From an optimization exercise on the open Yosys and OpenROAD flow, aimed at small area; shortcuts taken in it are not production practice.
RTL that was checked went through simulation tests only; none was proved equivalent to the original.
For runs 4 to 7, only the layout was checked, not whether the RTL still works.
Power figures rest on the tool's default switching activity, not on a simulated workload.

$ cat design/flow/flow/run.sh
#!/bin/bash
bash standard.sh > standard_sh.log 2>&1
$ cat design/flow/standard.sh
#!/bin/bash
# synth_recipe.tcl (not shown) runs the flow's synth.tcl, then flattens the netlist and writes it again
# the make line also repeats each setting of config.mk as NAME=value (left out here)
make -C /OpenROAD-flow-scripts/flow DESIGN_CONFIG=/design/flow/config.mk WORK_HOME=/design/flow/orfs CLKGATE_MAP_FILE= SYNTH_SCRIPT=/design/flow/synth_recipe.tcl "${@:-finish}"
$ cat design/flow/config.mk
export PLATFORM = sky130hd
export DESIGN_NAME = DP_project
export DESIGN_NICKNAME = DP_project
export VERILOG_FILES = /design/flow/design.v
export SDC_FILE = /design/flow/constraint.sdc
export NUM_CORES = 4
export LEC_CHECK = 0
export CAP_MARGIN = 20
export CORE_MARGIN = 2
export CORE_UTILIZATION = 40
export PLACE_DENSITY = 0.6
export SLEW_MARGIN = 20
$ cat design/flow/constraint.sdc
create_clock -name core_clock -period 15.0 [get_ports {in_clk}]
set_input_delay 3.0000 -clock core_clock [delete_from_list [all_inputs] [get_ports {in_clk}]]
set_output_delay 3.0000 -clock core_clock [all_outputs]
set_load 0.01 [all_outputs]
$ cat design/flow/design.v
module DP_project(
    input [1:0] mode,
    input start, cancel, door_close, fill_water, drain_water, in_clk,
    output door_lock, fill_valve, drain_valve, motor_bled,
    output [3:0] mode_led,
    output [2:0] status,
    output [4:0] ps_led,
    output [6:0] lcd_out,
    output [7:0] lcd_an
    );
    localparam IDLE = 3'd0, READY = 3'd1, WASH = 3'd2, RINSE = 3'd3, SPIN = 3'd4;
    reg [3:0] c;
    reg [1:0] dd;
    reg       fp;        
    wire c10  = (c == 4'd10);
    wire tick = c10 && !dd[0];
    always @(posedge in_clk) begin
        if (cancel) begin
            c  <= 4'd0;
            dd <= 2'd0;
        end else if (c10) begin
            c  <= 4'd1;
            dd <= dd + 1'b1;
        end else
            c  <= c + 1'b1;
    end
    reg [2:0]  ps;
    reg [1:0]  step;
    reg        e;        
    reg        motor;
    reg [1:0]  ml;       
    reg [7:0]  r;        
    reg [4:0]  d;
    wire st_idle  = (ps == IDLE);
    wire st_ready = (ps == READY);
    wire st_wash  = (ps == WASH);
    wire st_rinse = (ps == RINSE);
    wire st_spin  = (ps == SPIN);
    wire st_wr    = st_wash || st_rinse;
    reg [4:0] dend;
    always @(*) begin
        case (ps)
            WASH:    dend = ml[0] ? 5'd7 : 5'd16;
            RINSE:   dend = ml[1] ? 5'd4 : (ml[0] ? 5'd1 : 5'd2);
            default: dend = (ml == 2'd3) ? 5'd0 : (ml == 2'd2) ? 5'd30 : 5'd28;
        endcase
    end
    wire r0   = (r == 8'd0);
    wire done = r0 && (d == dend);
    reg [4:0] dload;
    always @(*) begin
        case (mode)
            2'd0: dload = 5'd22;
            2'd1: dload = 5'd18;
            2'd2: dload = 5'd16;
            default: dload = 5'd4;
        endcase
    end
    wire [4:0] ddec = (d == 5'd16) ? 5'd9 : d - 1'b1;
    wire [1:0] dmode = {~d[1], d[2] ^ d[1]};
    always @(posedge in_clk) begin
        if (cancel) begin
            ps <= IDLE;
            step <= 2'b10;
            e <= 1'b0;
            motor <= 1'b0;
            ml <= 2'd0;
            r <= 8'd0;
            d <= 5'd0;
        end else if (tick) begin
            if (!motor || done || r == 8'd249)
                r <= 8'd0;
            else
                r <= r + 1'b1;
            if (st_idle)
                d <= dload;
            else if (motor && r0)
                d <= ddec;
            case (ps)
                IDLE: begin
                    if (start && door_close) begin
                        ps <= READY;
                        step[0] <= 1'b0;
                    end else if (start) begin
                        step[0] <= 1'b1;
                    end else begin
                        e <= 1'b1;
                        step <= 2'b00;
                        ml <= mode;
                    end
                end
                READY: begin
                    e <= 1'b0;
                    step <= 2'b00;
                    ml <= dmode;
                    ps <= (dmode[1] == 1'b0) ? WASH : (dmode[0] ? SPIN : RINSE);
                end
                WASH, RINSE: begin
                    case (step)
                        2'd0: begin
                            e <= 1'b1;
                            step <= {1'b0, fill_water};
                        end
                        2'd1: begin
                            motor <= 1'b1;
                            if (done) step <= 2'd2;
                        end
                        2'd2: begin
                            motor <= 1'b0;
                            if (drain_water) step <= 2'd3;
                        end
                        default: begin
                            if (!e)
                                step <= 2'd0;
                            else begin
                                e <= 1'b0;
                                ps <= st_wash ? RINSE : SPIN;
                            end
                        end
                    endcase
                end
                default: begin  
                    if (!done) begin
                        e <= 1'b1;
                        motor <= 1'b1;
                    end else begin
                        e <= 1'b0;
                        motor <= 1'b0;
                        step <= 2'b00;
                        ps <= IDLE;
                    end
                end
            endcase
        end
    end
    wire z  = (st_idle || st_ready) && step[1];
    wire rd = st_idle && step[0];
    assign door_lock   = !st_idle;
    assign motor_bled  = motor;
    assign fill_valve  = st_wr && ((step == 2'd0 && e) || (step == 2'd1 && !motor));
    assign drain_valve = st_wr && ((step == 2'd2 && !motor) || (step == 2'd3 && e));
    assign mode_led    = z ? 4'b0000 : (4'b0001 << ml);
    assign status      = !st_idle ? 3'b010 :
                         rd ? 3'b001 : e ? 3'b100 : z ? 3'b000 : 3'b010;
    reg [4:0] psl;
    always @(*) begin
        if (st_idle || st_ready)
            psl = z ? 5'b00000 : e ? 5'b00001 : 5'b10000;
        else if (st_wash)
            psl = e ? 5'b00100 : 5'b00010;
        else if (st_rinse)
            psl = e ? 5'b01000 : (ml == 2'd2 ? 5'b00010 : 5'b00100);
        else
            psl = e ? 5'b10000 : (ml == 2'd3 ? 5'b00010 : 5'b01000);
    end
    assign ps_led = psl;
    wire       ten  = d[4] && !d[3];
    wire [3:0] unit = {d[3] && !d[4], d[2:0] & {3{!(d[4] && d[3])}}};
    reg [3:0] ustore;    
    reg       tb;        
    reg       tstore;    
    always @(posedge in_clk) begin
        if (cancel) begin
            ustore <= 4'd0;
            tb <= 1'b0;
            tstore <= 1'b0;
            fp <= 1'b1;
        end else if (tick) begin
            if (!dd[1]) begin
                ustore <= unit;
                tb <= ten;
            end else begin
                tstore <= ten;
                fp <= 1'b0;
            end
        end
    end
    reg [3:0] dig;
    reg       blank;
    reg [1:0] an;
    always @(*) begin
        blank = 1'b0;
        dig = 4'd0;
        an = 2'b01;
        if (c == 4'd0) begin
            blank = 1'b1;
            an = 2'b11;
        end else case (dd)
            2'd0: begin
                an = 2'b10;
                if (c == 4'd1) begin
                    blank = fp;
                    dig = {3'b000, tstore};
                    an = fp ? 2'b10 : 2'b01;
                end else if (c == 4'd2)
                    dig = ustore;
                else
                    dig = unit;
            end
            2'd1: begin
                if (c == 4'd1) begin
                    dig = ustore;
                    an = 2'b10;
                end else if (c == 4'd2) begin
                    blank = fp;
                    dig = {3'b000, tstore};
                end else if (c == 4'd3)
                    dig = {3'b000, tb};
                else
                    dig = {3'b000, ten};
            end
            2'd2: dig = {3'b000, ten};
            default: dig = {3'b000, tstore};
        endcase
    end
    reg [6:0] seg;
    always @(*) begin
        case (dig)
            4'd0: seg = 7'b1000000;
            4'd1: seg = 7'b1111001;
            4'd2: seg = 7'b0100100;
            4'd3: seg = 7'b0110000;
            4'd4: seg = 7'b0011001;
            4'd5: seg = 7'b0010010;
            4'd6: seg = 7'b0000010;
            4'd7: seg = 7'b1111000;
            4'd8: seg = 7'b0000000;
            default: seg = 7'b0010000;
        endcase
    end
    assign lcd_out = blank ? 7'b1111111 : seg;
    assign lcd_an  = {6'b111111, an};
endmodule
==> results of run 1 <==
## worst paths after layout
| kind | depth (start not counted) | slack [ps] | end |
|---|---|---|---|
| hold / removal | 2 | 490 | tb$_SDFFE_PP0P_ |
| setup / recovery | 12 | 8800 | lcd_out[4] |
| hold reg to reg | 2 | 490 | tb$_SDFFE_PP0P_ |
| setup reg to reg | 6 | 12470 | ps[1]$_SDFFE_PP0P_ |
## cell families after synthesis
family | share of synthesized area, %
other | 0.1234
AND/OR/NAND/NOR | 24.46
buffers and inverters | 7.990
AO/OA/AOI/OAI | 28.83
multiplexers | 1.977
adder cells (fa/ha/maj) | 11.53
flip-flops | 23.06
XOR/XNOR | 2.018
## stage by stage
step	hold slack, ps	setup slack, ps	utilization [%]	cell area, um^2	std cells
after floorplan	445.5	9657	-	3057	411
after global placement	465.0	9188	46.33	3378	516
after detailed placement	476.9	9141	46.33	3378	516
after CTS	489.7	8811	47.87	3491	524
after global routing	520.1	8415	47.87	3491	524
final	486.5	8796	47.87	3491	524
## routing by layer
| layer | track usage (%) | up-vias | part of all wire, % |
|---|---|---|---|
| li1 | - | 1486 | - |
| met1 | 25.52 | 1306 | 47 |
| met2 | 31.42 | 68 | 47 |
| met3 | 2.822 | 4 | 4.8 |
| met4 | 3.788 | 0 | 0.61 |
| met5 | 0 | - | 0 |
## power groups by stage
stage	Sequential [uW]	Combinational [uW]	Clock, uW
after floorplan	96.8	27.2	0
after global placement	97.7	41.6	0
after detailed placement	97.7	41.8	0
after CTS	95.5	42.0	88.8
after global routing	95.9	46.3	91.9
final	95.5	41.7	86.7
## synth_stat cells, types with 5 or more instances
| library cell | number |
|---|---|
| a211oi_1 | 12 |
| a21oi_1 | 33 |
| a31oi_1 | 6 |
| and3_1 | 8 |
| buf_2 | 5 |
| buf_4 | 7 |
| clkbuf_1 | 16 |
| dfxtp_1 | 35 |
| ha_1 | 28 |
| inv_1 | 27 |
| mux2i_1 | 6 |
| nand2_1 | 40 |
| nand2b_1 | 8 |
| nand3_1 | 13 |
| nand4_1 | 5 |
| nor2_1 | 33 |
| nor3_1 | 9 |
| o21ai_0 | 30 |
## final cells by class
type	count	area, um^2
fill	765	3801
clock inverter	3	43.79
multi-input combinational	320	2113
tap	99	123.9
inverter	28	105.1
timing repair buffer	34	335.3
clock buffer	5	68.82
sequential	35	700.7
## flip-flops by register name, indices dropped and copies added (netlist names), 2 cells and up
| signal | count |
|---|---|
| r | 8 |
| d | 5 |
| c | 4 |
| ustore | 4 |
| ps | 3 |
| dd | 2 |
| ml | 2 |
| step | 2 |
## worst max-delay path, delay by kind of cell (launching register included)
family,cells,cell delay (ps)
buffers and inverters,3,780
DFF,1,420
AOI/OAI and AO/OA,5,740
and+or+nand+nor,2,420
adders and majority gates,2,570
==> run summary, run 1 <==
Via density - 5.466
Setup CP Type - reg -> out
EDFF count, synth - 0
residual overflow from global routing - 0
skew final - 4.224 ps
worst slew pin tran - 777.5 ps
die width - 91.15 um
Most used DFF post-synth - dfxtp_1
vias - 2864
I/O Buffers - 32
Yosys top cell by area - dfxtp_1
Synth Register Bits - 35
Layout Nets - 460
row cnt - 31
Setup Buffers After CTS - 0
antenna cells - 0
Arr. time, crit path - 3200 ps
DRT antenna net count - 0
H-tree depth - 2
Mapped Cells - 406
Switch Pwr - 62.19 uW
drt wl/cell - 14.74 um
clock root buffer - clkbuf_8
Sw Share - 27.78%
hold buffer count at CTS - 0
first-pass GRT wire length - 12820 um
max incr delay on CP - 550 ps
commonest non-fill, non-tap cell in the layout - nand2_1
# resized after CTS - 0
commonest cells after routing, fill and taps aside - 40 x nand2_1, 35 x dfxtp_1, 33 x nor2_1, 33 x a21oi_1, 32 x clkdlybuf4s50_1
Fmax - 0.1612 GHz
Die ar. - 8308 um^2
Pint - 161.7 uW
status - finished clean
Num CTS Buffers - 5
drt initial violations - 151
Std-Cell Core Area - 7292 um^2
Worst Setup End Kind - output pin
Routability Congestion - 0.7977
Reg-to-Reg Start - ps[1]$_SDFFE_PP0P_
YS warnings - 1
antenna violations before repair - 0
PwrDens - 64.14 nW/um^2
Area contributors post-synth - dfxtp_1 23%, ha_1 12%, a21oi_1 5.4%
Worst EP required - 12000 ps
worst-case clock buffer depth - 2
VDD IR max - 0.03481 mV
hpwl dp - 5603 um
Slew Limit Headroom - 48.11%
Critical Path Source - dd[1]$_SDFFE_PP0N_
clock slew seen by the registers of the worst setup and hold paths - 70 ps
Finish-stage setup viols - 0
Post-Syn Area per Cell - 7.483 um^2
share of layout cells above drive strength 1 - 5.647%
setup TNS - 0 ps
unrepaired setup endpoints after global routing - false
Hold Path Class - reg -> reg
drt first pass iters - 5
Pleak - 0.001264 uW
DRT Wirelength - 7724 um
Design Power - 223.9 uW
CP max FO - 12
Initial Util - 41.66%
CP startpoint kind - register
Total GRT Usage - 18.73%
DRC Markers - 0
Post-Syn Area - 3038 um^2
Synth cell types - 65
Gate power share - 18.6%
Seq/Total Area, Yosys - 23.06%
Fin. Hold Viols - 0
Ports - 39
area share of the largest cell type after synthesis - 23.06%
sequential share of power - 42.7%
CTS tree - done
clock group share of total power - 38.7%
Async SR Flop Fraction - 0%
number of global-route vias before repair - 2620
# clock sinks - 35
clock latency at the later pin of the worst-skew pair - 280 ps
final worst path period share - 41.36%
die height - 91.15 um
Final Slew Violations - 0
hold_sp - tb$_SDFFE_PP0P_
maximum number of pins on one net before global-route repair - 35
Critical Path, Cell by Cell - inv_1, ha_1, nand3b_1, a21oi_1, a32oi_1, nor2_1, inv_1, ha_1, o22ai_1, a21oi_1, o21ai_0, clkdlybuf4s50_1
critical path's slowest cell - clkdlybuf4s50_1
Final min period - 6204 ps
Area Overhead vs Synth - 14.91%
MaxCap Viol Count - 0
==> inputs of run 2 (changes only) <==
==> design/flow/run.sh (new file) <==
#!/bin/bash
# synth_recipe.tcl (not shown) runs the flow's synth.tcl, then flattens the netlist and writes it again
# the make line also repeats each setting of config.mk as NAME=value (left out here)
make -C /OpenROAD-flow-scripts/flow DESIGN_CONFIG=/design/flow/config.mk WORK_HOME=/design/flow/orfs CLKGATE_MAP_FILE= SYNTH_SCRIPT=/design/flow/synth_recipe.tcl finish
--- a/design/flow/config.mk
+++ b/design/flow/config.mk
@@ -7,2 +7,3 @@
 export LEC_CHECK = 0
+export ABC_AREA = 1
 export CAP_MARGIN = 20
removed: design/flow/flow/run.sh
removed: design/flow/standard.sh
==> run summary, run 2 <==
Async SR Flop Fraction - 0% (unchanged)
hpwl dp - 5085 um (was 5603 um)
die width - 86.96 um (was 91.15 um)
Largest register FFs - 8 (unchanged)
Setup Buffers After CTS - 0 (unchanged)
die height - 86.96 um (was 91.15 um)
share of layout cells above drive strength 1 - 5.947% (was 5.647%)
PwrDens - 58.25 nW/um^2 (was 64.14 nW/um^2)
met1 wire length - 3420 um (was 3641 um)
area share of the largest cell type after synthesis - 25.45% (was 23.06%)
antenna cells - 0 (unchanged)
Area Overhead vs Synth - 16.64% (was 14.91%)
R2R setup slack - 12930 ps (was 12470 ps)
largest register by flop count - r (unchanged)
Layout Nets - 489 (was 460)
Synth cell types - 39 (was 65)
CTS tree - done (unchanged)
hold buffer count at CTS - 0 (unchanged)
clock root buffer - clkbuf_8 (unchanged)
MaxCap Viol Count - 0 (unchanged)
Final min period - 5817 ps (was 6204 ps)
unrepaired setup endpoints after global routing - false (unchanged)
vias - 2685 (was 2864)
final setup margin - 9183 ps (was 8796 ps)
Area contributors post-synth - dfxtp_1 25%, ha_1 13%, nand2_1 11% (was dfxtp_1 23%, ha_1 12%, a21oi_1 5.4%)
# clock sinks - 35 (unchanged)
Worst Setup End Kind - output pin (unchanged)
commonest non-fill, non-tap cell in the layout - nand2_1 (unchanged)
r2r endpoint - ml[1]$_SDFFE_PP0P_ (was ps[1]$_SDFFE_PP0P_)
maximum number of pins on one net before global-route repair - 18 (was 35)
clock latency at the later pin of the worst-skew pair - 290 ps (was 280 ps)
# resized after CTS - 0 (unchanged)
worst hold stages - 2 (unchanged)
Post-Syn Area per Cell - 6.554 um^2 (was 7.483 um^2)
DRC Markers - 0 (unchanged)
Slew Limit Headroom - 47.24% (was 48.11%)
I/O Buffers - 32 (unchanged)
antenna violations before repair - 0 (unchanged)
Finish-stage setup viols - 0 (unchanged)
DRT Wirelength - 6587 um (was 7724 um)
WL met2 - 2942 um (was 3661 um)
count leader, synth - nand2_1 (unchanged)
DRT antenna net count - 0 (unchanged)
skew final - 5.178 ps (was 4.224 ps)
Routability Congestion - 0.8737 (was 0.7977)
Via density - 5.028 (was 5.466)
VDD IR max - 0.04746 mV (was 0.03481 mV)
Placement Setup Slack - 9494 ps (was 9141 ps)
Filler cells - 700 (was 765)
residual overflow from global routing - 0 (unchanged)
Ports - 39 (unchanged)
Arr. time, crit path - 2820 ps (was 3200 ps)
row cnt - 30 (was 31)
Total GRT Usage - 18.33% (was 18.73%)
setup TNS - 0 ps (unchanged)
Final Slew Violations - 0 (unchanged)
CP startpoint kind - register (unchanged)
worst slew pin tran - 788.9 ps (was 777.5 ps)
commonest cells after routing, fill and taps aside - 79 x nand2_1, 68 x inv_1, 46 x nor2_1 (was 40 x nand2_1, 35 x dfxtp_1, 33 x nor2_1, 33 x a21oi_1, 32 x clkdlybuf4s50_1)
hold_sp - tb$_SDFFE_PP0P_ (unchanged)
WHS Endpoint - tb$_SDFFE_PP0P_ (unchanged)
Num CTS Buffers - 5 (unchanged)
R2R cell count - 9 (was 6)
first-pass GRT wire length - 11250 um (was 12820 um)
Fmax - 0.1719 GHz (was 0.1612 GHz)
Setup CP Type - reg -> out (unchanged)
Largest regs - r: 8 flops, d: 5 flops (unchanged)
Seq/Total Area, Yosys - 25.45% (was 23.06%)
EDFF count, synth - 0 (unchanged)
Initial Util - 40.97% (was 41.66%)
drt wl/cell - 12.34 um (was 14.74 um)
Pleak - 0.001424 uW (was 0.001264 uW)
Fin. Hold Viols - 0 (unchanged)
Most used DFF post-synth - dfxtp_1 (unchanged)
Post-Syn Area - 2753 um^2 (was 3038 um^2)
CP max FO - 5 (was 12)
Met3 Wirelength - 160 um (was 373 um)
Hold Path Class - reg -> reg (unchanged)
drt initial violations - 129 (was 151)
YS warnings - 1 (unchanged)
drt first pass iters - 4 (was 5)
worst-case clock buffer depth - 2 (unchanged)
Worst EP required - 12000 ps (about the same)
Die ar. - 7561 um^2 (was 8308 um^2)
Reg-to-Reg Start - ps[2]$_SDFFE_PP0P_ (was ps[1]$_SDFFE_PP0P_)
number of global-route vias before repair - 2506 (was 2620)
Std-Cell Core Area - 6719 um^2 (was 7292 um^2)
Synth Register Bits - 35 (unchanged)
H-tree depth - 2 (unchanged)
final worst path period share - 38.78% (was 41.36%)
Commonest cells post-synth - 79 x nand2_1, 68 x inv_1, 46 x nor2_1, 35 x dfxtp_1, 34 x o21ai_0 (was 40 x nand2_1, 35 x dfxtp_1, 33 x a21oi_1, 33 x nor2_1, 30 x o21ai_0)
top layer in use - met4 (unchanged)
Yosys top cell by area - dfxtp_1 (unchanged)
hold slack - 463.5 ps (was 486.5 ps)
Mapped Cells - 420 (was 406)
clock slew seen by the registers of the worst setup and hold paths - 70 ps (about the same)
Util after Layout - 47.78% (was 47.87%)
status - finished clean (unchanged)
[run 2: logic make-up (layout without fill, tap and decap cells)]
family / after synthesis / count (layout) / share of synthesized area, %
other: 1 / 6 / 0.1362
adders and majority gates: 28 / 28 / 12.73
buffers and inverters: 83 / 112 / 12.32
DFF: 35 / 35 / 25.45
and+or+nand+nor: 175 / 175 / 28.59
xor gates and xnor gates: 5 / 5 / 1.591
AOI/OAI and AO/OA: 93 / 93 / 19.18
[run 2: metal layers]
layer | vias to the layer above | global-route usage (%)
met5 | - | 0
met4 | 0 | 5.114
met3 | 7 | 2.844
met2 | 26 | 29.49
met1 | 1222 | 25.35
li1 | 1430 | -
[run 2: power breakdown]
group          switching, uW  leakage, uW  total [uW]  internal (uW)
Sequential             0.853     0.000283        94.4           93.6
Combinational           12.9      0.00110        23.7           10.9
Clock                   36.4    0.0000412        68.9           32.5
Total                   50.1      0.00142         187            137
[run 2: through the flow]
step	cell area, um^2	std cells	power, uW
finish	3211	534	187.0
global route	3211	534	196.0
CTS	3211	534	189.5
detailed placement	3126	526	120.5
global placement	3126	526	120.3
floorplan	2771	425	110.7
[run 2: cell type report]
cell class / count / area, um^2 / share of cell area [%]
multi-input combinational: 307 / 1732 / 53.94
clock buffer: 6 / 72.57 / 2.260
inverter: 72 / 272.8 / 8.496
sequential: 35 / 700.7 / 21.82
timing repair buffer: 32 / 320.3 / 9.977
tap: 80 / 100.1 / 3.118
clock inverter: 2 / 12.51 / 0.3897
[run 2: critical path, stage by stage (launching register included)]
cell	delay, ps
dfxtp_1	380
inv_1	100
ha_1	250
nand2_1	90
inv_1	50
nand2_1	130
nor2_1	60
nor4_1	170
nand3_1	110
nand2_1	120
inv_1	90
ha_1	170
o21ai_0	190
o21ai_0	110
clkdlybuf4s50_1	510
[run 2: how the worst max path moves through the flow]
| stage | from | to | cells after the start |
|---|---|---|---|
| 2_1_floorplan | dd[0]$_SDFFE_PP0N_ | lcd_out[3] | 13 |
| 3_3_place_gp | dd[0]$_SDFFE_PP0N_ | lcd_out[6] | 14 |
| 3_5_place_dp | dd[0]$_SDFFE_PP0N_ | lcd_out[6] | 14 |
| 4_1_cts | dd[0]$_SDFFE_PP0N_ | lcd_out[6] | 14 |
| 5_1_grt | dd[1]$_SDFFE_PP0N_ | lcd_out[0] | 14 |
| 6_report | dd[0]$_SDFFE_PP0N_ | lcd_out[6] | 14 |
==> inputs of run 3 (changes only) <==
==> design/flow/flow/run.sh (new file) <==
#!/bin/bash
set -euo pipefail
here=$(pwd)
export MY_ABC_SCRIPT=$here/flow/area.abc
bash standard.sh ADDER_MAP_FILE= SYNTH_SCRIPT=$here/flow/my_synth.tcl synth > synth.log 2>&1
bash standard.sh ADDER_MAP_FILE= SYNTH_SCRIPT=$here/flow/my_synth.tcl finish > finish.log 2>&1
==> design/flow/flow/area.abc (new file) <==
strash
&get -n
&deepsyn -T 30
&put
strash
dch -f
map -a
topo
==> design/flow/flow/my_synth.tcl (new file) <==
# The standard flow's synthesis (synth_recipe.tcl) with one change: the final abc
# mapping runs an area-oriented script (flow/area.abc) in place of the
# platform's.
proc synth {args} { yosys synth -nofsm -noshare {*}$args }
proc abc {args} {
  set i [lsearch -exact $args -script]
  if {$i >= 0} {
    set args [lreplace $args [expr {$i+1}] [expr {$i+1}] $::env(MY_ABC_SCRIPT)]
  }
  yosys abc {*}$args
}
source $::env(SCRIPTS_DIR)/synth.tcl
# left out here: clear keep_hierarchy, flatten, clean up, hide names made inside functions, write 1_2_yosys.v
==> design/flow/standard.sh (new file) <==
#!/bin/bash
# synth_recipe.tcl (not shown) runs the flow's synth.tcl, then flattens the netlist and writes it again
# the make line also repeats each setting of config.mk as NAME=value (left out here)
make -C /OpenROAD-flow-scripts/flow DESIGN_CONFIG=/design/flow/config.mk WORK_HOME=/design/flow/orfs CLKGATE_MAP_FILE= SYNTH_SCRIPT=/design/flow/synth_recipe.tcl "${@:-finish}"
removed: design/flow/run.sh
==> run summary, run 3 <==
clock root buffer - clkbuf_8 (unchanged)
Initial Util - 42.03% (was 40.97%)
Fin. Hold Viols - 0 (unchanged)
Setup CP Type - reg -> out (unchanged)
Most used DFF post-synth - dfxtp_1 (unchanged)
CP max FO - 5 (unchanged)
die width - 75.14 um (was 86.96 um)
DRT Wirelength - 5292 um (was 6587 um)
grt peak-use layer - met2 (unchanged)
CTS tree - done (unchanged)
Final Slew Violations - 0 (unchanged)
VDD IR max - 0.05332 mV (was 0.04746 mV)
share of layout cells above drive strength 1 - 3.270% (was 5.947%)
Async SR Flop Fraction - 0% (unchanged)
Layout Nets - 374 (was 489)
Routability Congestion - 0.8628 (was 0.8737)
Total GRT Usage - 20.44% (was 18.33%)
Mapped Cells - 328 (was 420)
Yosys top cell by area - dfxtp_1 (unchanged)
Die ar. - 5646 um^2 (was 7561 um^2)
Hold Path Class - reg -> reg (unchanged)
# clock sinks - 35 (unchanged)
Synth Register Bits - 35 (unchanged)
unrepaired setup endpoints after global routing - false (unchanged)
count leader, synth - nor2_1 (was nand2_1)
residual overflow from global routing - 0 (unchanged)
met2 GRT Util - 34.50% (was 29.49%)
Seq/Total Area, Yosys - 34.61% (was 25.45%)
Sw Share - 25.60% (was 26.79%)
sequential share of power - 52.1% (was 50.5%)
# resized after CTS - 0 (unchanged)
Via density - 4.988 (was 5.028)
final worst path period share - 40.35% (was 38.78%)
Num CTS Buffers - 5 (unchanged)
Area Overhead vs Synth - 22.81% (was 16.64%)
hold buffer count at CTS - 0 (unchanged)
Largest register FFs - 8 (unchanged)
DRC Markers - 0 (unchanged)
commonest cells after routing, fill and taps aside - 70 x nor2_1, 54 x clkinv_1, 49 x nand2_1 (was 79 x nand2_1, 68 x inv_1, 46 x nor2_1)
Ports - 39 (unchanged)
skew final - 4.890 ps (was 5.178 ps)
drt initial violations - 87 (was 129)
DRT antenna net count - 0 (unchanged)
vias - 2165 (was 2685)
Post-Syn Area - 2024 um^2 (was 2753 um^2)
Pleak - 0.0009333 uW (was 0.001424 uW)
Setup Buffers After CTS - 0 (unchanged)
worst-case clock buffer depth - 2 (unchanged)
YS warnings - 1 (unchanged)
commonest non-fill, non-tap cell in the layout - nor2_1 (was nand2_1)
Finish-stage setup viols - 0 (unchanged)
Std-Cell Core Area - 4817 um^2 (was 6719 um^2)
clock latency at the later pin of the worst-skew pair - 290 ps (about the same)
Commonest cells post-synth - 70 x nor2_1, 54 x clkinv_1, 49 x nand2_1, 36 x o21ai_0, 35 x dfxtp_1 (was 79 x nand2_1, 68 x inv_1, 46 x nor2_1, 35 x dfxtp_1, 34 x o21ai_0)
number of global-route vias before repair - 1936 (was 2506)
maximum number of pins on one net before global-route repair - 13 (was 18)
Worst EP required - 12000 ps (about the same)
drt first pass iters - 4 (unchanged)
Fmax - 0.1652 GHz (was 0.1719 GHz)
Arr. time, crit path - 3050 ps (was 2820 ps)
Area contributors post-synth - dfxtp_1 35%, nor2_1 13%, clkinv_1 10% (was dfxtp_1 25%, ha_1 13%, nand2_1 11%)
PwrDens - 72.71 nW/um^2 (was 58.25 nW/um^2)
row cnt - 25 (was 30)
setup TNS - 0 ps (unchanged)
Post-Syn Area per Cell - 6.172 um^2 (was 6.554 um^2)
I/O Buffers - 32 (unchanged)
MaxCap Viol Count - 0 (unchanged)
drt wl/cell - 12.19 um (was 12.34 um)
first-pass GRT wire length - 8825 um (was 11250 um)
Final min period - 6053 ps (was 5817 ps)
Switch Pwr - 46.28 uW (was 50.11 uW)
Util after Layout - 51.61% (was 47.78%)
clock group share of total power - 36.7% (was 36.8%)
die height - 75.14 um (was 86.96 um)
largest register by flop count - r (unchanged)
CP startpoint kind - register (unchanged)
status - finished clean (unchanged)
H-tree depth - 2 (unchanged)
GR Util met1 - 26.84% (was 25.35%)
Largest regs - r: 8 flops, d: 5 flops (unchanged)
Filler cells - 520 (was 700)
Pint - 134.5 uW (was 136.9 uW)
met3 Resource Use GR - 3.614% (was 2.844%)
Synth cell types - 24 (was 39)
antenna violations before repair - 0 (unchanged)
clock slew seen by the registers of the worst setup and hold paths - 70 ps (about the same)
antenna cells - 0 (unchanged)
EDFF count, synth - 0 (unchanged)
Gate power share - 11.2% (was 12.7%)
area share of the largest cell type after synthesis - 34.61% (was 25.45%)
Worst Setup End Kind - output pin (unchanged)
hpwl dp - 4265 um (was 5085 um)
==> run 3: changes by cell type in the layout (fill, tap and decap cells not counted), sizes merged, moves of 3 or more <==
cell and change:
nand3 -13, nor3 +5, a21oi -10, nor3b -3, nor2 +22, ha -28, o22ai +5, inv -72
nand2 -36, xor2 -3, clkinv +56, a211oi -8
==> run 3: final cells by class <==
| class | instances | area, um^2 | area share, % |
|---|---|---|---|
| multi-input cells | 238 | 1095 | 44.04 |
| flip-flops and latches | 35 | 700.7 | 28.18 |
| repair buffers | 32 | 320.3 | 12.88 |
| inverters | 54 | 202.7 | 8.153 |
| well taps | 67 | 83.83 | 3.372 |
| clock buffers | 5 | 68.82 | 2.768 |
| clock inverters | 3 | 15.01 | 0.6039 |
==> run 3: cells by family (layout without fill, tap and decap cells) <==
group	Yosys count	after routing	share of synthesized area, %
buffers and inverters	60	94	12.24
other	1	6	0.1852
AO/OA/AOI/OAI	81	81	22.25
AND/OR/NAND/NOR	150	150	30.28
XOR/XNOR	1	1	0.4327
flip-flops	35	35	34.61
==> run 3: metrics by stage <==
stage / worst slack, ps / power, uW / std cells / instance area, um^2 / hold slack (ps)
5_1_grt: 8517 / 189.1 / 434 / 2486 / 488.1
2_1_floorplan: 9960 / 108.3 / 333 / 2043 / 425.7
3_5_place_dp: 9252 / 116.8 / 426 / 2402 / 448.2
6_report: 8947 / 180.8 / 434 / 2486 / 461.5
4_1_cts: 8937 / 182.3 / 434 / 2486 / 463.9
3_3_place_gp: 9355 / 116.5 / 426 / 2402 / 443.0
==> run 3: path summary, 6_finish.rpt <==
path,startpoint,endpoint,slack (ps),depth (start not counted)
worst max register to register,c[1]$_SDFF_PP0_,r[7]$_SDFFE_PP0P_,12090,15
worst min register to register,c[0]$_SDFF_PP0_,c[0]$_SDFF_PP0_,460,1
worst max-delay path,c[1]$_SDFF_PP0_,lcd_out[2],8950,14
worst min-delay path,c[0]$_SDFF_PP0_,c[0]$_SDFF_PP0_,460,1
==> run 3: layer usage <==
metal  routed length, um  up-vias
met5                   0        -
met4                  43        0
met3                 159        4
met2                2574       36
met1                2515      967
li1                    -     1158
==> run 3: power groups by stage <==
stage / clock network, uW / logic, uW / registers, uW
3_3_place_gp: 0 / 20.3 / 96.2
6_report: 66.3 / 20.3 / 94.1
2_1_floorplan: 0 / 12.1 / 96.1
4_1_cts: 67.6 / 20.5 / 94.1
5_1_grt: 71.8 / 23.1 / 94.2
3_5_place_dp: 0 / 20.5 / 96.3
==> run 3: critical path, stage by stage (launching register included) <==
cell and delay [ps]:
dfxtp_1 350, nand2_1 90, clkinv_1 90, nor2_1 150
clkinv_1 110, nor3_1 160, clkinv_1 170, o22ai_1 310
clkinv_1 220, nand2_1 110, a21oi_1 80, nor2_1 130
clkinv_1 100, o21ai_0 140, clkdlybuf4s50_1 550
==> inputs of run 4 (changes only) <==
--- a/design/flow/design.v
+++ b/design/flow/design.v
@@ -11,16 +11,16 @@
     localparam IDLE = 3'd0, READY = 3'd1, WASH = 3'd2, RINSE = 3'd3, SPIN = 3'd4;
-    reg [3:0] c;
-    reg [1:0] dd;
+    reg [3:0] k;
+    reg [1:0] s;
     reg       fp;        
-    wire c10  = (c == 4'd10);
-    wire tick = c10 && !dd[0];
+    wire k9   = k[3] && k[0];
+    wire tick = k[3] && !k[0] && !s[0];
     always @(posedge in_clk) begin
         if (cancel) begin
-            c  <= 4'd0;
-            dd <= 2'd0;
-        end else if (c10) begin
-            c  <= 4'd1;
-            dd <= dd + 1'b1;
+            k <= 4'd8;
+            s <= 2'd3;
+        end else if (k9) begin
+            k <= 4'd0;
+            s <= s + 1'b1;
         end else
-            c  <= c + 1'b1;
+            k <= k + 1'b1;
     end
@@ -70,6 +70,6 @@
         end else if (tick) begin
-            if (!motor || done || r == 8'd249)
+            if (!motor || done || r == 8'd236)
                 r <= 8'd0;
             else
-                r <= r + 1'b1;
+                r <= {r[6:0], ~(r[7] ^ r[5] ^ r[4] ^ r[3])};
             if (st_idle)
@@ -158,17 +158,22 @@
     wire [3:0] unit = {d[3] && !d[4], d[2:0] & {3{!(d[4] && d[3])}}};
-    reg [3:0] ustore;    
+    reg [3:0] ur;        
     reg       tb;        
-    reg       tstore;    
+    reg       tr;        
+    wire s0 = (s == 2'd0);
+    wire at00 = s0 && (k == 4'd0);
+    wire at08 = tick && !s[1];
+    wire at11 = (s == 2'd1) && (k == 4'd1);
     always @(posedge in_clk) begin
         if (cancel) begin
-            ustore <= 4'd0;
+            ur <= 4'd0;
             tb <= 1'b0;
-            tstore <= 1'b0;
+            tr <= 1'b0;
             fp <= 1'b1;
-        end else if (tick) begin
-            if (!dd[1]) begin
-                ustore <= unit;
+        end else begin
+            if (at00)
+                ur <= unit;
+            if (at08)
                 tb <= ten;
-            end else begin
-                tstore <= ten;
+            if (at11) begin
+                tr <= ten;
                 fp <= 1'b0;
@@ -177,40 +182,5 @@
     end
-    reg [3:0] dig;
-    reg       blank;
-    reg [1:0] an;
-    always @(*) begin
-        blank = 1'b0;
-        dig = 4'd0;
-        an = 2'b01;
-        if (c == 4'd0) begin
-            blank = 1'b1;
-            an = 2'b11;
-        end else case (dd)
-            2'd0: begin
-                an = 2'b10;
-                if (c == 4'd1) begin
-                    blank = fp;
-                    dig = {3'b000, tstore};
-                    an = fp ? 2'b10 : 2'b01;
-                end else if (c == 4'd2)
-                    dig = ustore;
-                else
-                    dig = unit;
-            end
-            2'd1: begin
-                if (c == 4'd1) begin
-                    dig = ustore;
-                    an = 2'b10;
-                end else if (c == 4'd2) begin
-                    blank = fp;
-                    dig = {3'b000, tstore};
-                end else if (c == 4'd3)
-                    dig = {3'b000, tb};
-                else
-                    dig = {3'b000, ten};
-            end
-            2'd2: dig = {3'b000, ten};
-            default: dig = {3'b000, tstore};
-        endcase
-    end
+    wire       blank = fp && ((s == 2'd3) || ((s == 2'd1) && (k == 4'd0)));
+    wire [3:0] dig = s0 ? ur : {3'b000, at11 ? tb : tr};
+    wire [1:0] an = {s0 || (fp && s == 2'd3), !(s0 || (fp && s == 2'd3 && k[0]))};
     reg [6:0] seg;
==> design/flow/flow/run.sh (replaced) <==
#!/bin/bash
set -euo pipefail
here=$(pwd)
export MY_ABC_SCRIPT=$here/flow/area.abc
args=(ADDER_MAP_FILE= SYNTH_SCRIPT=$here/flow/my_synth.tcl "BUFFER_PORTS_ARGS=-buffer_cell sky130_fd_sc_hd__buf_1")
bash standard.sh "${args[@]}" synth > synth.log 2>&1
bash standard.sh "${args[@]}" finish > finish.log 2>&1
==> design/flow/flow/area.abc (replaced) <==
strash
&get -n
&deepsyn -T 30
&put
strash
dch -f
amap
topo
==> run summary, run 4 <==
Final Slew Violations - 0 (unchanged)
antenna violations before repair - 0 (unchanged)
row cnt - 25 (unchanged)
Fin. Hold Viols - 0 (unchanged)
max incr delay on CP - 530 ps (was 550 ps)
crit-path most repeated cell - clkinv_1 (unchanged)
unrepaired setup endpoints after global routing - false (unchanged)
die width - 72.84 um (was 75.14 um)
commonest non-fill, non-tap cell in the layout - nor2_1 (unchanged)
Slew Limit Headroom - 45.32%
Seq/Total Area, Yosys - 36.96% (was 34.61%)
Setup Buffers After CTS - 0 (unchanged)
Largest register FFs - 8 (unchanged)
die height - 72.84 um (was 75.14 um)
DRT Wirelength - 4676 um (was 5292 um)
Std-Cell Core Area - 4661 um^2 (was 4817 um^2)
commonest cells after routing, fill and taps aside - 51 x nor2_1, 49 x clkinv_1, 35 x dfxtp_1 (was 70 x nor2_1, 54 x clkinv_1, 49 x nand2_1)
Async SR Flop Fraction - 0% (unchanged)
share of layout cells above drive strength 1 - 2.236% (was 3.270%)
R2R cell count - 9 (was 15)
hold_sp - r[1]$_SDFFE_PP0P_ (was c[0]$_SDFF_PP0_)
drt wl/cell - 12.74 um (was 12.19 um)
Arr. time, crit path - 2350 ps (was 3050 ps)
Largest regs - r: 8 flops, d: 5 flops (unchanged)
Fmax - 0.1870 GHz (was 0.1652 GHz)
residual overflow from global routing - 0 (unchanged)
DRT antenna net count - 0 (unchanged)
# resized after CTS - 0 (unchanged)
setup TNS - 0 ps (unchanged)
Bufs and invs on worst path - 4 (was 6)
MaxCap Viol Count - 0 (unchanged)
hold buffer count at CTS - 0 (unchanged)
EDFF count, synth - 0 (unchanged)
Routability Congestion - 0.8528 (was 0.8628)
worst hold stages - 2 (was 1)
Area contributors post-synth - dfxtp_1 37%, nor2_1 10%, clkinv_1 9.7% (was dfxtp_1 35%, nor2_1 13%, clkinv_1 10%)
YS warnings - 1 (unchanged)
CTS tree - done (unchanged)
Finish-stage setup viols - 0 (unchanged)
area occupied by registers - 700.7 um^2 (unchanged)
DRC Markers - 0 (unchanged)
placed cells - 360 (was 426)
worst-case clock buffer depth - 2 (unchanged)
drt initial violations - 136 (was 87)
I/O Buffers - 32 (unchanged)
Initial Util - 40.67% (was 42.03%)
critical path's slowest cell - nor3_1 (was clkdlybuf4s50_1)
Post-Syn Area per Cell - 6.893 um^2 (was 6.172 um^2)
r2r endpoint - d[2]$_SDFFE_PP0P_ (was r[7]$_SDFFE_PP0P_)
area share of the largest cell type after synthesis - 36.96% (was 34.61%)
Num CTS Buffers - 5 (unchanged)
Die ar. - 5306 um^2 (was 5646 um^2)
Synth cell types - 32 (was 24)
Ports - 39 (unchanged)
cell count along the critical path - 7 (was 14)
count leader, synth - nor2_1 (unchanged)
Yosys top cell by area - dfxtp_1 (unchanged)
maximum number of pins on one net before global-route repair - 13 (unchanged)
Hold Path Class - reg -> reg (unchanged)
clock slew seen by the registers of the worst setup and hold paths - 70 ps (about the same)
Layout Nets - 321 (was 374)
hpwl dp - 3665 um (was 4265 um)
Worst Setup End Kind - output pin (unchanged)
post-route cell area - 2145 um^2 (was 2486 um^2)
Critical Path, Cell by Cell - clkinv_1, nor2_1, clkinv_1, nor3_1, clkinv_1, o22ai_1, buf_1 (was nand2_1, clkinv_1, nor2_1, clkinv_1, nor3_1, clkinv_1, o22ai_1, clkinv_1, nand2_1, a21oi_1, nor2_1, clkinv_1, o21ai_0, clkdlybuf4s50_1)
clock root buffer - clkbuf_8 (unchanged)
fin cells - 367 (was 434)
# clock sinks - 35 (unchanged)
vias - 1998 (was 2165)
Synth Register Bits - 35 (unchanged)
multi-input logic area - 984.7 um^2 (was 1095 um^2)
Commonest cells post-synth - 51 x nor2_1, 49 x clkinv_1, 35 x dfxtp_1, 27 x nand2_1, 18 x o22ai_1 (was 70 x nor2_1, 54 x clkinv_1, 49 x nand2_1, 36 x o21ai_0, 35 x dfxtp_1)
Area Overhead vs Synth - 13.14% (was 22.81%)
post-place instance area - 2057 um^2 (was 2402 um^2)
final worst path period share - 35.66% (was 40.35%)
first-pass GRT wire length - 8024 um (was 8825 um)
antenna cells - 0 (unchanged)
clock latency at the later pin of the worst-skew pair - 280 ps (was 290 ps)
worst slew pin tran - 814.0 ps
Most used DFF post-synth - dfxtp_1 (unchanged)
H-tree depth - 2 (unchanged)
Pleak - 0.0007321 uW (was 0.0009333 uW)
WHS Endpoint - r[1]$_SDFFE_PP0P_ (was c[0]$_SDFF_PP0_)
R2R setup slack - 12060 ps (was 12090 ps)
Final min period - 5348 ps (was 6053 ps)
VDD IR max - 0.04768 mV (was 0.05332 mV)
Worst EP required - 12000 ps (about the same)
CP startpoint kind - register (unchanged)
Via density - 5.444 (was 4.988)
status - finished clean (unchanged)
number of global-route vias before repair - 1831 (was 1936)
CP max FO - 6 (was 5)
drt first pass iters - 4 (unchanged)
CP delay by family, top - simple AND/OR/NAND/NOR gates (was buffers and inverters)
PwrDens - 88.46 nW/um^2 (was 72.71 nW/um^2)
Total GRT Usage - 19.11% (was 20.44%)
Mapped Cells - 275 (was 328)
Post-Syn Area - 1896 um^2 (was 2024 um^2)
Reg-to-Reg Start - k[3]$_SDFF_PP1_ (was c[1]$_SDFF_PP0_)
largest register by flop count - r (unchanged)
Filler cells - 468 (was 520)
skew final - 5.397 ps (was 4.890 ps)
Setup CP Type - reg -> out (unchanged)
## run 4: changes by cell type after synthesis, sizes merged, moves of 3 or more
cell | previous run | this run
o32ai | 0 | 3
clkinv | 54 | 49
nor2 | 70 | 51
o22ai | 10 | 18
o221ai | 0 | 4
o21a | 0 | 6
o21ai | 36 | 15
or3 | 0 | 3
nand3 | 9 | 3
nand2 | 49 | 27
a21oi | 21 | 10
## run 4: routing by layer
layer / up-vias / global-route usage, % / share of wire [%]
met4: 0 / 7.407 / 1.1
met2: 53 / 29.70 / 45
met1: 910 / 25.30 / 48
li1: 1028 / - / -
met3: 7 / 5.110 / 5.4
met5: - / 0 / 0
## run 4: worst max path at each step
stage                        from           to  slack [ps]
2_1_floorplan     k[3]$_SDFF_PP1_   lcd_out[0]       10180
3_3_place_gp   ps[1]$_SDFFE_PP0P_  drain_valve       10020
3_5_place_dp   ps[1]$_SDFFE_PP0P_  drain_valve        9980
4_1_cts        ps[1]$_SDFFE_PP0P_  drain_valve        9650
5_1_grt        ps[1]$_SDFFE_PP0P_  drain_valve        9390
6_report       ps[1]$_SDFFE_PP0P_  drain_valve        9650
## run 4: tightest hold or removal path, cell delays in order (launching register included)
cell and delay (ps):
dfxtp_1 310, clkinv_1 60, o22ai_1 70
## run 4: power breakdown
| group | leakage (uW) | internal (uW) | total (uW) | switching, uW |
|---|---|---|---|---|
| logic | 0.000402 | 7.94 | 23.4 | 15.5 |
| registers | 0.000283 | 94.9 | 97.4 | 2.45 |
| clock network | 0.0000470 | 36.0 | 68.9 | 32.9 |
| total | 0.000732 | 139 | 190 | 50.8 |
## run 4: cells by family (layout without fill, tap and decap cells)
family          after synthesis  after routing  synth area share (%)
buf+inv                      55             88                 12.08
flops                        35             35                 36.96
other cells                   1              6                0.1978
simple gates                109            109                 24.42
compound gates               75             75                 26.34
## run 4: final cells by class
cell class / count / area share (%)
Inverter: 49 / 8.576
Timing Repair Buffer: 32 / 5.601
Multi-Input combinational cell: 190 / 45.92
Tap cell: 54 / 3.151
Clock inverter: 1 / 0.2334
Clock buffer: 6 / 3.851
Sequential cell: 35 / 32.67
## run 4: through the flow
| stage | power [uW] | util (%) | hold WS (ps) | worst slack, ps |
|---|---|---|---|---|
| final | 189.7 | 46.01 | 478.2 | 9652 |
| after global routing | 199.1 | 46.01 | 513.7 | 9393 |
| after CTS | 191.5 | 46.01 | 481.8 | 9651 |
| after detailed placement | 122.8 | 44.13 | 470.7 | 9982 |
| after global placement | 122.9 | 44.13 | 468.5 | 10020 |
| after floorplan | 116.2 | - | 443.8 | 10180 |
==> inputs of run 5 (changes only) <==
--- a/design/flow/config.mk
+++ b/design/flow/config.mk
@@ -11,2 +11,3 @@
 export CORE_UTILIZATION = 40
+export CTS_BUF_LIST = sky130_fd_sc_hd__clkbuf_4
 export PLACE_DENSITY = 0.6
==> run summary, run 5 <==
crit-path most repeated cell - clkinv_1 (unchanged)
antenna violations before repair - 0 (unchanged)
post-place instance area - 2057 um^2 (unchanged)
first-pass GRT wire length - 8031 um (was 8024 um)
clock root buffer - clkbuf_4 (was clkbuf_8)
clock slew seen by the registers of the worst setup and hold paths - 110 ps (was 70 ps)
Post-Syn Area - 1896 um^2 (unchanged)
CP startpoint kind - register (unchanged)
Num CTS Buffers - 5 (unchanged)
Async SR Flop Fraction - 0% (unchanged)
Seq/Total Area, Yosys - 36.96% (unchanged)
Routability Congestion - 0.8528 (unchanged)
commonest cells after routing, fill and taps aside - 51 x nor2_1, 50 x clkinv_1, 35 x dfxtp_1 (was 51 x nor2_1, 49 x clkinv_1, 35 x dfxtp_1)
Setup CP Type - reg -> out (unchanged)
Worst Setup End Kind - output pin (unchanged)
largest register by flop count - r (unchanged)
Critical Path, Cell by Cell - clkinv_1, nor2_1, clkinv_1, nor3_1, clkinv_1, o22ai_1, buf_1 (unchanged)
I/O Buffers - 32 (unchanged)
Mapped Cells - 275 (unchanged)
Total GRT Usage - 19.19% (was 19.11%)
# clock sinks - 35 (unchanged)
VDD IR max - 0.03708 mV (was 0.04768 mV)
share of layout cells above drive strength 1 - 1.917% (was 2.236%)
max incr delay on CP - 540 ps (was 530 ps)
hpwl dp - 3665 um (unchanged)
critical path's slowest cell - nor3_1 (unchanged)
drt wl/cell - 12.66 um (was 12.74 um)
CTS tree - done (unchanged)
MaxCap Viol Count - 0 (unchanged)
Worst EP required - 12000 ps (about the same)
Initial Util - 40.67% (unchanged)
EDFF count, synth - 0 (unchanged)
Final min period - 5422 ps (was 5348 ps)
hold buffer count at CTS - 0 (unchanged)
Via density - 5.420 (was 5.444)
Design Power - 168.3 uW (was 189.7 uW)
Yosys top cell by area - dfxtp_1 (unchanged)
# resized after CTS - 0 (unchanged)
Most used DFF post-synth - dfxtp_1 (unchanged)
DRT Wirelength - 4647 um (was 4676 um)
unrepaired setup endpoints after global routing - false (unchanged)
commonest non-fill, non-tap cell in the layout - nor2_1 (unchanged)
Hold Path Class - reg -> reg (unchanged)
drt initial violations - 113 (was 136)
Synth Register Bits - 35 (unchanged)
DRT antenna net count - 0 (unchanged)
Setup Buffers After CTS - 0 (unchanged)
Area contributors post-synth - dfxtp_1 37%, nor2_1 10%, clkinv_1 9.7% (unchanged)
setup TNS - 0 ps (unchanged)
Die ar. - 5306 um^2 (unchanged)
Ports - 39 (unchanged)
Slew Limit Headroom - 46.04% (was 45.32%)
row cnt - 25 (unchanged)
YS warnings - 1 (unchanged)
number of global-route vias before repair - 1831 (unchanged)
antenna cells - 0 (unchanged)
clock latency at the later pin of the worst-skew pair - 330 ps (was 280 ps)
worst slew pin tran - 803.3 ps (was 814.0 ps)
Fin. Hold Viols - 0 (unchanged)
Fmax - 0.1844 GHz (was 0.1870 GHz)
H-tree depth - 2 (unchanged)
status - finished clean (unchanged)
Largest regs - r: 8 flops, d: 5 flops (unchanged)
drt first pass iters - 4 (unchanged)
Bufs and invs on worst path - 4 (unchanged)
Arr. time, crit path - 2420 ps (was 2350 ps)
post-route cell area - 2103 um^2 (was 2145 um^2)
final worst path period share - 36.14% (was 35.66%)
Area Overhead vs Synth - 10.96% (was 13.14%)
CP max FO - 6 (unchanged)
Largest register FFs - 8 (unchanged)
Layout Nets - 321 (unchanged)
maximum number of pins on one net before global-route repair - 13 (unchanged)
die width - 72.84 um (unchanged)
worst-case clock buffer depth - 2 (unchanged)
Finish-stage setup viols - 0 (unchanged)
Synth cell types - 32 (unchanged)
vias - 1989 (was 1998)
Final Slew Violations - 0 (unchanged)
count leader, synth - nor2_1 (unchanged)
PwrDens - 80.02 nW/um^2 (was 88.46 nW/um^2)
Post-Syn Area per Cell - 6.893 um^2 (unchanged)
area share of the largest cell type after synthesis - 36.96% (unchanged)
DRC Markers - 0 (unchanged)
Commonest cells post-synth - 51 x nor2_1, 49 x clkinv_1, 35 x dfxtp_1, 27 x nand2_1, 18 x o22ai_1 (unchanged)
Pleak - 0.0007135 uW (was 0.0007321 uW)
die height - 72.84 um (unchanged)
Placement Setup Slack - 9982 ps (unchanged)
CP delay by family, top - simple AND/OR/NAND/NOR gates (unchanged)
residual overflow from global routing - 0 (unchanged)
skew final - 6.125 ps (was 5.397 ps)
final setup margin - 9578 ps (was 9652 ps)
Std-Cell Core Area - 4661 um^2 (unchanged)
-- run 5: cell types whose count changed in the layout (fill, tap and decap cells not counted) --
cell / change
clkbuf_8: -6
clkbuf_4: +5
clkinv_1: +1
-- run 5: kinds of logic (layout without fill, tap and decap cells) --
| logic type | after synthesis | count (layout) | synth area share, % |
|---|---|---|---|
| AOI/OAI and AO/OA | 75 | 75 | 26.34 |
| other | 1 | 6 | 0.1978 |
| and+or+nand+nor | 109 | 109 | 24.42 |
| buffers and inverters | 55 | 88 | 12.08 |
| DFF | 35 | 35 | 36.96 |
-- run 5: final cells by class --
type,count,area [um^2]
clock inverter,2,8.758
sequential,35,700.7
tap,54,67.56
inverter,49,183.9
timing repair buffer,32,120.1
clock buffer,5,37.54
multi-input combinational,190,984.7
fill,476,2557
-- run 5: metrics by stage --
| stage | utilization [%] | hold slack (ps) | cells |
|---|---|---|---|
| finish | 45.13 | 483.5 | 367 |
| global route | 45.13 | 519.8 | 367 |
| CTS | 45.13 | 487.5 | 367 |
| detailed placement | 44.13 | 470.7 | 360 |
| global placement | 44.13 | 468.5 | 360 |
| floorplan | - | 443.8 | 280 |
-- run 5: layer usage --
layer / GRT usage [%] / vias up / wire length [um]
met5: 0 / - / 0
met4: 8.025 / 0 / 70
met3: 5.110 / 8 / 275
met2: 29.80 / 58 / 2100
met1: 25.21 / 893 / 2200
li1: - / 1030 / -
-- run 5: power breakdown --
group	total, uW	switching [uW]	internal [uW]
Sequential	97.4	2.46	94.9
Clock	47.5	30.9	16.6
Combinational	23.4	15.5	7.94
-- run 5: final timing paths --
path	from	endpoint	slack (ps)	cells past startpoint
setup reg to reg	k[3]$_SDFF_PP1_	d[2]$_SDFFE_PP0P_	12060	9
hold / removal	r[1]$_SDFFE_PP0P_	r[1]$_SDFFE_PP0P_	480	2
hold reg to reg	r[1]$_SDFFE_PP0P_	r[1]$_SDFFE_PP0P_	480	2
setup / recovery	ps[1]$_SDFFE_PP0P_	drain_valve	9580	7
-- run 5: worst min-delay path, stage by stage, from the launching register on --
cell	delay [ps]
dfxtp_1	320
clkinv_1	60
o22ai_1	70
==> inputs of run 6 (changes only) <==
--- a/design/flow/config.mk
+++ b/design/flow/config.mk
@@ -11,3 +11,5 @@
 export CORE_UTILIZATION = 40
-export CTS_BUF_LIST = sky130_fd_sc_hd__clkbuf_4
+export CTS_BUF_LIST = sky130_fd_sc_hd__clkbuf_16
+export CTS_CLUSTER_DIAMETER = 200
+export CTS_CLUSTER_SIZE = 50
 export PLACE_DENSITY = 0.6
==> run summary, run 6 <==
Via density - 5.447 (was 5.420)
Critical Path, Cell by Cell - clkinv_1, nor2_1, clkinv_1, nor3_1, clkinv_1, o22ai_1, buf_1 (unchanged)
die height - 72.84 um (unchanged)
Switch Pwr - 53.82 uW (was 48.86 uW)
Worst Setup End Kind - output pin (unchanged)
Final min period - 5409 ps (was 5422 ps)
I/O Buffers - 32 (unchanged)
DRT antenna net count - 0 (unchanged)
Fin. Hold Viols - 0 (unchanged)
worst slew pin tran - 796.9 ps (was 803.3 ps)
Sw Share - 24.87% (was 29.03%)
Final Slew Violations - 0 (unchanged)
sequential share of power - 45.1% (was 57.8%)
commonest cells after routing, fill and taps aside - 51 x nor2_1, 50 x clkinv_1, 35 x dfxtp_1 (unchanged)
number of global-route vias before repair - 1832 (was 1831)
clock latency at the later pin of the worst-skew pair - 280 ps (was 330 ps)
final worst path period share - 36.06% (was 36.14%)
Finish-stage setup viols - 0 (unchanged)
Die ar. - 5306 um^2 (unchanged)
Slew Limit Headroom - 46.47% (was 46.04%)
R2R setup slack - 12050 ps (was 12060 ps)
Gate power share - 10.8% (was 13.9%)
area share of the largest cell type after synthesis - 36.96% (unchanged)
worst hold stages - 2 (unchanged)
share of layout cells above drive strength 1 - 1.917% (unchanged)
setup TNS - 0 ps (unchanged)
CTS tree - done (unchanged)
Critical Path Source - ps[1]$_SDFFE_PP0P_ (unchanged)
WHS Endpoint - r[1]$_SDFFE_PP0P_ (unchanged)
Hold Path Class - reg -> reg (unchanged)
Synth cell types - 32 (unchanged)
# resized after CTS - 0 (unchanged)
status - finished clean (unchanged)
DRC Markers - 0 (unchanged)
commonest non-fill, non-tap cell in the layout - nor2_1 (unchanged)
skew final - 5.721 ps (was 6.125 ps)
Yosys top cell by area - dfxtp_1 (unchanged)
Fmax - 0.1849 GHz (was 0.1844 GHz)
largest register by flop count - r (unchanged)
Ports - 39 (unchanged)
Initial Util - 40.67% (unchanged)
CP startpoint kind - register (unchanged)
Pleak - 0.0007521 uW (was 0.0007135 uW)
worst-case clock buffer depth - 2 (unchanged)
clock root buffer - clkbuf_16 (was clkbuf_4)
Mapped Cells - 275 (unchanged)
DRT Wirelength - 4697 um (was 4647 um)
unrepaired setup endpoints after global routing - false (unchanged)
antenna violations before repair - 0 (unchanged)
drt wl/cell - 12.80 um (was 12.66 um)
vias - 1999 (was 1989)
Post-Syn Area - 1896 um^2 (unchanged)
Routability Congestion - 0.8528 (unchanged)
Area Overhead vs Synth - 15.58% (was 10.96%)
drt initial violations - 131 (was 113)
critical path's slowest cell - nor3_1 (unchanged)
Arr. time, crit path - 2410 ps (was 2420 ps)
Seq/Total Area, Yosys - 36.96% (unchanged)
Layout Nets - 321 (unchanged)
residual overflow from global routing - 0 (unchanged)
drt first pass iters - 4 (unchanged)
Worst EP required - 12000 ps (about the same)
MaxCap Viol Count - 0 (unchanged)
YS warnings - 1 (unchanged)
post-route cell area - 2191 um^2 (was 2103 um^2)
Total GRT Usage - 19.37% (was 19.19%)
Std-Cell Core Area - 4661 um^2 (unchanged)
R2R cell count - 9 (unchanged)
Async SR Flop Fraction - 0% (unchanged)
PwrDens - 98.79 nW/um^2 (was 80.02 nW/um^2)
placed cells - 360 (unchanged)
antenna cells - 0 (unchanged)
hold buffer count at CTS - 0 (unchanged)
Reg-to-Reg Start - k[3]$_SDFF_PP1_ (unchanged)
CP max FO - 6 (unchanged)
r2r endpoint - d[1]$_SDFFE_PP0P_ (was d[2]$_SDFFE_PP0P_)
maximum number of pins on one net before global-route repair - 13 (unchanged)
Bufs and invs on worst path - 4 (unchanged)
EDFF count, synth - 0 (unchanged)
fin cells - 367 (unchanged)
Num CTS Buffers - 5 (unchanged)
Largest register FFs - 8 (unchanged)
Setup Buffers After CTS - 0 (unchanged)
hold_sp - r[1]$_SDFFE_PP0P_ (unchanged)
VDD IR max - 0.07285 mV (was 0.03708 mV)
count leader, synth - nor2_1 (unchanged)
# clock sinks - 35 (unchanged)
H-tree depth - 2 (unchanged)
Setup CP Type - reg -> out (unchanged)
clock slew seen by the registers of the worst setup and hold paths - 50 ps (was 110 ps)
CP delay by family, top - simple AND/OR/NAND/NOR gates (unchanged)
max incr delay on CP - 580 ps (was 540 ps)
Post-Syn Area per Cell - 6.893 um^2 (unchanged)
final setup margin - 9591 ps (was 9578 ps)
hpwl dp - 3665 um (unchanged)
first-pass GRT wire length - 8093 um (was 8031 um)
Pint - 162.6 uW (was 119.4 uW)
Most used DFF post-synth - dfxtp_1 (unchanged)
Synth Register Bits - 35 (unchanged)
Placement Setup Slack - 9982 ps (unchanged)
Commonest cells post-synth - 51 x nor2_1, 49 x clkinv_1, 35 x dfxtp_1, 27 x nand2_1, 18 x o22ai_1 (unchanged)
die width - 72.84 um (unchanged)
crit-path most repeated cell - clkinv_1 (unchanged)
Area contributors post-synth - dfxtp_1 37%, nor2_1 10%, clkinv_1 9.7% (unchanged)
post-place instance area - 2057 um^2 (unchanged)
Largest regs - r: 8 flops, d: 5 flops (unchanged)
row cnt - 25 (unchanged)
clock group share of total power - 44.2% (was 28.2%)
-- run 6: cell types whose count changed in the layout (fill, tap and decap cells not counted) --
cell,previous run,this run
clkbuf_16,0,5
clkbuf_4,5,0
-- run 6: worst max-delay path by stage --
stage | endpoint | slack [ps] | cells after the start
global route | drain_valve | 9380 | 7
detailed placement | drain_valve | 9980 | 7
floorplan | lcd_out[0] | 10180 | 8
CTS | drain_valve | 9640 | 7
finish | drain_valve | 9590 | 7
global placement | drain_valve | 10020 | 7
-- run 6: worst register-to-register path, delay by kind of cell, from the launching register on --
family | cells | cell delay [ps]
compound gates | 2 | 450
simple gates | 4 | 1430
flops | 1 | 320
buf+inv | 3 | 610
-- run 6: stage by stage --
stage	total power (uW)	utilization [%]	hold WS, ps
2_1_floorplan	116.2	-	443.8
3_3_place_gp	122.9	44.13	468.5
3_5_place_dp	122.8	44.13	470.7
4_1_cts	219.4	47.01	479.7
5_1_grt	226.7	47.01	511.2
6_report	216.4	47.01	477.2
-- run 6: metal layers --
metal / up-vias / track usage (%) / share of wire [%]
li1: 1026 / - / -
met1: 908 / 25.81 / 48
met2: 59 / 30.00 / 45
met3: 6 / 4.144 / 5.0
met4: 0 / 8.848 / 1.3
met5: - / 0 / 0
-- run 6: cell type report --
class                           count  area (um^2)
Sequential cell                    35        700.7
Fill cell                         467         2470
Inverter                           49        183.9
Timing Repair Buffer               32        120.1
Tap cell                           54        67.56
Clock inverter                      2        8.758
Multi-Input combinational cell    190        984.7
Clock buffer                        5        125.1
-- run 6: logic make-up after synthesis --
| logic type | synth area share, % |
|---|---|
| AO/OA/AOI/OAI | 26.34 |
| flip-flops | 36.96 |
| other | 0.1978 |
| buffers and inverters | 12.08 |
| AND/OR/NAND/NOR | 24.42 |
-- run 6: power groups by stage --
stage	registers (uW)	logic, uW	clock network (uW)
after global placement	99.5	23.3	0
after global routing	97.9	26.7	102
final	97.5	23.3	95.6
after floorplan	98.8	17.3	0
after CTS	97.5	23.4	98.5
after detailed placement	99.4	23.3	0
==> inputs of run 7 (changes only) <==
==> design/flow/flow/run.sh (replaced) <==
#!/bin/bash
set -euo pipefail
here=$(pwd)
export MY_ABC_SCRIPT=$here/flow/area.abc
args=(ADDER_MAP_FILE= SYNTH_SCRIPT=$here/flow/my_synth.tcl "BUFFER_PORTS_ARGS=-buffer_cell sky130_fd_sc_hd__buf_1" "CTS_ARGS=-sink_clustering_enable -repair_clock_nets -buf_list sky130_fd_sc_hd__clkbuf_4 -dont_use_dummy_load")
bash standard.sh "${args[@]}" synth > synth.log 2>&1
bash standard.sh "${args[@]}" finish > finish.log 2>&1
--- a/design/flow/config.mk
+++ b/design/flow/config.mk
@@ -11,5 +11,2 @@
 export CORE_UTILIZATION = 40
-export CTS_BUF_LIST = sky130_fd_sc_hd__clkbuf_16
-export CTS_CLUSTER_DIAMETER = 200
-export CTS_CLUSTER_SIZE = 50
 export PLACE_DENSITY = 0.6
==> run summary, run 7 <==
status - finished clean (unchanged)
VDD IR max - 0.03684 mV (was 0.07285 mV)
hpwl dp - 3665 um (unchanged)
worst slew pin tran - 840.0 ps (was 796.9 ps)
Fin. Hold Viols - 0 (unchanged)
Ports - 39 (unchanged)
Layout Nets - 321 (unchanged)
vias - 1985 (was 1999)
Area Overhead vs Synth - 10.50% (was 15.58%)
die height - 72.84 um (unchanged)
maximum number of pins on one net before global-route repair - 13 (unchanged)
H-tree depth - 2 (unchanged)
commonest cells after routing, fill and taps aside - 51 x nor2_1, 49 x clkinv_1, 35 x dfxtp_1 (was 51 x nor2_1, 50 x clkinv_1, 35 x dfxtp_1)
Mapped Cells - 275 (unchanged)
DRT Wirelength - 4711 um (was 4697 um)
YS warnings - 1 (unchanged)
largest register by flop count - r (unchanged)
MaxCap Viol Count - 0 (unchanged)
Std-Cell Core Area - 4661 um^2 (unchanged)
clock group share of total power - 27.1% (was 44.2%)
CP max FO - 6 (unchanged)
Sw Share - 28.44% (was 24.87%)
drt initial violations - 136 (was 131)
Post-Syn Area per Cell - 6.893 um^2 (unchanged)
Yosys top cell by area - dfxtp_1 (unchanged)
Switch Pwr - 47.09 uW (was 53.82 uW)
Met3 Wirelength - 250 um (was 233 um)
Synth Register Bits - 35 (unchanged)
antenna violations before repair - 0 (unchanged)
Post-Syn Area - 1896 um^2 (unchanged)
Arr. time, crit path - 2420 ps (was 2410 ps)
antenna cells - 0 (unchanged)
Area contributors post-synth - dfxtp_1 37%, nor2_1 10%, clkinv_1 9.7% (unchanged)
DRC Markers - 0 (unchanged)
Async SR Flop Fraction - 0% (unchanged)
clock slew seen by the registers of the worst setup and hold paths - 110 ps (was 50 ps)
I/O Buffers - 32 (unchanged)
CTS tree - done (unchanged)
Largest regs - r: 8 flops, d: 5 flops (unchanged)
placed cells - 360 (unchanged)
# clock sinks - 35 (unchanged)
residual overflow from global routing - 0 (unchanged)
drt wl/cell - 12.91 um (was 12.80 um)
WL met2 - 2169 um (was 2135 um)
final worst path period share - 36.14% (was 36.06%)
Via density - 5.438 (was 5.447)
Synth cell types - 32 (unchanged)
EDFF count, synth - 0 (unchanged)
Setup Buffers After CTS - 0 (unchanged)
Slew Limit Headroom - 43.57% (was 46.47%)
Pint - 118.5 uW (was 162.6 uW)
Setup CP Type - reg -> out (unchanged)
clock latency at the later pin of the worst-skew pair - 340 ps (was 280 ps)
Routability Congestion - 0.8528 (unchanged)
CP startpoint kind - register (unchanged)
share of layout cells above drive strength 1 - 1.608% (was 1.917%)
area share of the largest cell type after synthesis - 36.96% (unchanged)
commonest non-fill, non-tap cell in the layout - nor2_1 (unchanged)
number of global-route vias before repair - 1829 (was 1832)
Pleak - 0.0007080 uW (was 0.0007521 uW)
skew final - 14.75 ps (was 5.721 ps)
setup TNS - 0 ps (unchanged)
fin cells - 365 (was 367)
hold buffer count at CTS - 0 (unchanged)
Initial Util - 40.67% (unchanged)
clock root buffer - clkbuf_4 (was clkbuf_16)
Hold Path Class - reg -> reg (unchanged)
Finish-stage setup viols - 0 (unchanged)
top layer in use - met4 (unchanged)
Worst EP required - 12000 ps (about the same)
count leader, synth - nor2_1 (unchanged)
Seq/Total Area, Yosys - 36.96% (unchanged)
Most used DFF post-synth - dfxtp_1 (unchanged)
# resized after CTS - 0 (unchanged)
drt first pass iters - 4 (unchanged)
Final min period - 5421 ps (was 5409 ps)
met1 wire length - 2265 um (unchanged)
Fmax - 0.1845 GHz (was 0.1849 GHz)
Num CTS Buffers - 5 (unchanged)
Die ar. - 5306 um^2 (unchanged)
Largest register FFs - 8 (unchanged)
unrepaired setup endpoints after global routing - false (unchanged)
Final Slew Violations - 0 (unchanged)
first-pass GRT wire length - 8024 um (was 8093 um)
Commonest cells post-synth - 51 x nor2_1, 49 x clkinv_1, 35 x dfxtp_1, 27 x nand2_1, 18 x o22ai_1 (unchanged)
PwrDens - 79.06 nW/um^2 (was 98.79 nW/um^2)
Util after Layout - 44.94% (was 47.01%)
worst-case clock buffer depth - 2 (unchanged)
Gate power share - 14.1% (was 10.8%)
die width - 72.84 um (unchanged)
Total GRT Usage - 19.13% (was 19.37%)
DRT antenna net count - 0 (unchanged)
Worst Setup End Kind - output pin (unchanged)
row cnt - 25 (unchanged)
sequential share of power - 58.8% (was 45.1%)
==> run 7: metal layers <==
layer	track usage, %	vias to the layer above
li1	-	1023
met5	0	-
met2	30.00	50
met1	25.04	910
met3	5.249	2
met4	7.407	0
==> run 7: kinds of logic after synthesis <==
family | Yosys count | synth area share [%]
flip-flops | 35 | 36.96
other | 1 | 0.1978
AND/OR/NAND/NOR | 109 | 24.42
buffers and inverters | 55 | 12.08
AO/OA/AOI/OAI | 75 | 26.34
==> run 7: worst paths after layout <==
kind	from	to	slack, ps	cells after the start
max reg2reg	k[3]$_SDFF_PP1_	d[1]$_SDFFE_PP0P_	12020	9
max	ps[1]$_SDFFE_PP0P_	drain_valve	9580	7
min reg2reg	r[1]$_SDFFE_PP0P_	r[1]$_SDFFE_PP0P_	480	2
min	r[1]$_SDFFE_PP0P_	r[1]$_SDFFE_PP0P_	480	2
==> run 7: cell type report <==
class | count | area (um^2)
Clock buffer | 5 | 37.54
Fill cell | 478 | 2566
Inverter | 49 | 183.9
Multi-Input combinational cell | 190 | 984.7
Sequential cell | 35 | 700.7
Tap cell | 54 | 67.56
Timing Repair Buffer | 32 | 120.1
==> run 7: power groups by stage <==
stage / clock, uW / sequential, uW / combinational (uW)
6_report: 44.9 / 97.3 / 23.4
2_1_floorplan: 0 / 98.8 / 17.3
3_3_place_gp: 0 / 99.5 / 23.3
3_5_place_dp: 0 / 99.4 / 23.3
5_1_grt: 49.9 / 97.8 / 26.7
4_1_cts: 46.5 / 97.3 / 23.4
==> run 7: worst max-delay path, cell delays in order, from the launching register on <==
cell	delay (ps)
dfxtp_1	340
clkinv_1	100
nor2_1	320
clkinv_1	260
nor3_1	540
clkinv_1	190
o22ai_1	180
buf_1	160
==> run 7: metrics by stage <==
step / setup slack (ps) / power [uW] / hold slack (ps) / cell area [um^2]
after detailed placement: 9982 / 122.8 / 470.7 / 2057
after floorplan: 10180 / 116.2 / 443.8 / 1914
after global placement: 10020 / 122.9 / 468.5 / 2057
after global routing: 9332 / 174.5 / 519.8 / 2095
after CTS: 9599 / 167.3 / 487.5 / 2095
final: 9579 / 165.6 / 483.8 / 2095

Setup slack of run 7, layout unchanged: 9.579 ns with ideal ports, 9.554 ns with driving cells assumed (clock clkbuf_16, inputs buf_2), 9.909 ns with port delays also shifted by the 0.354 ns mid clock arrival.
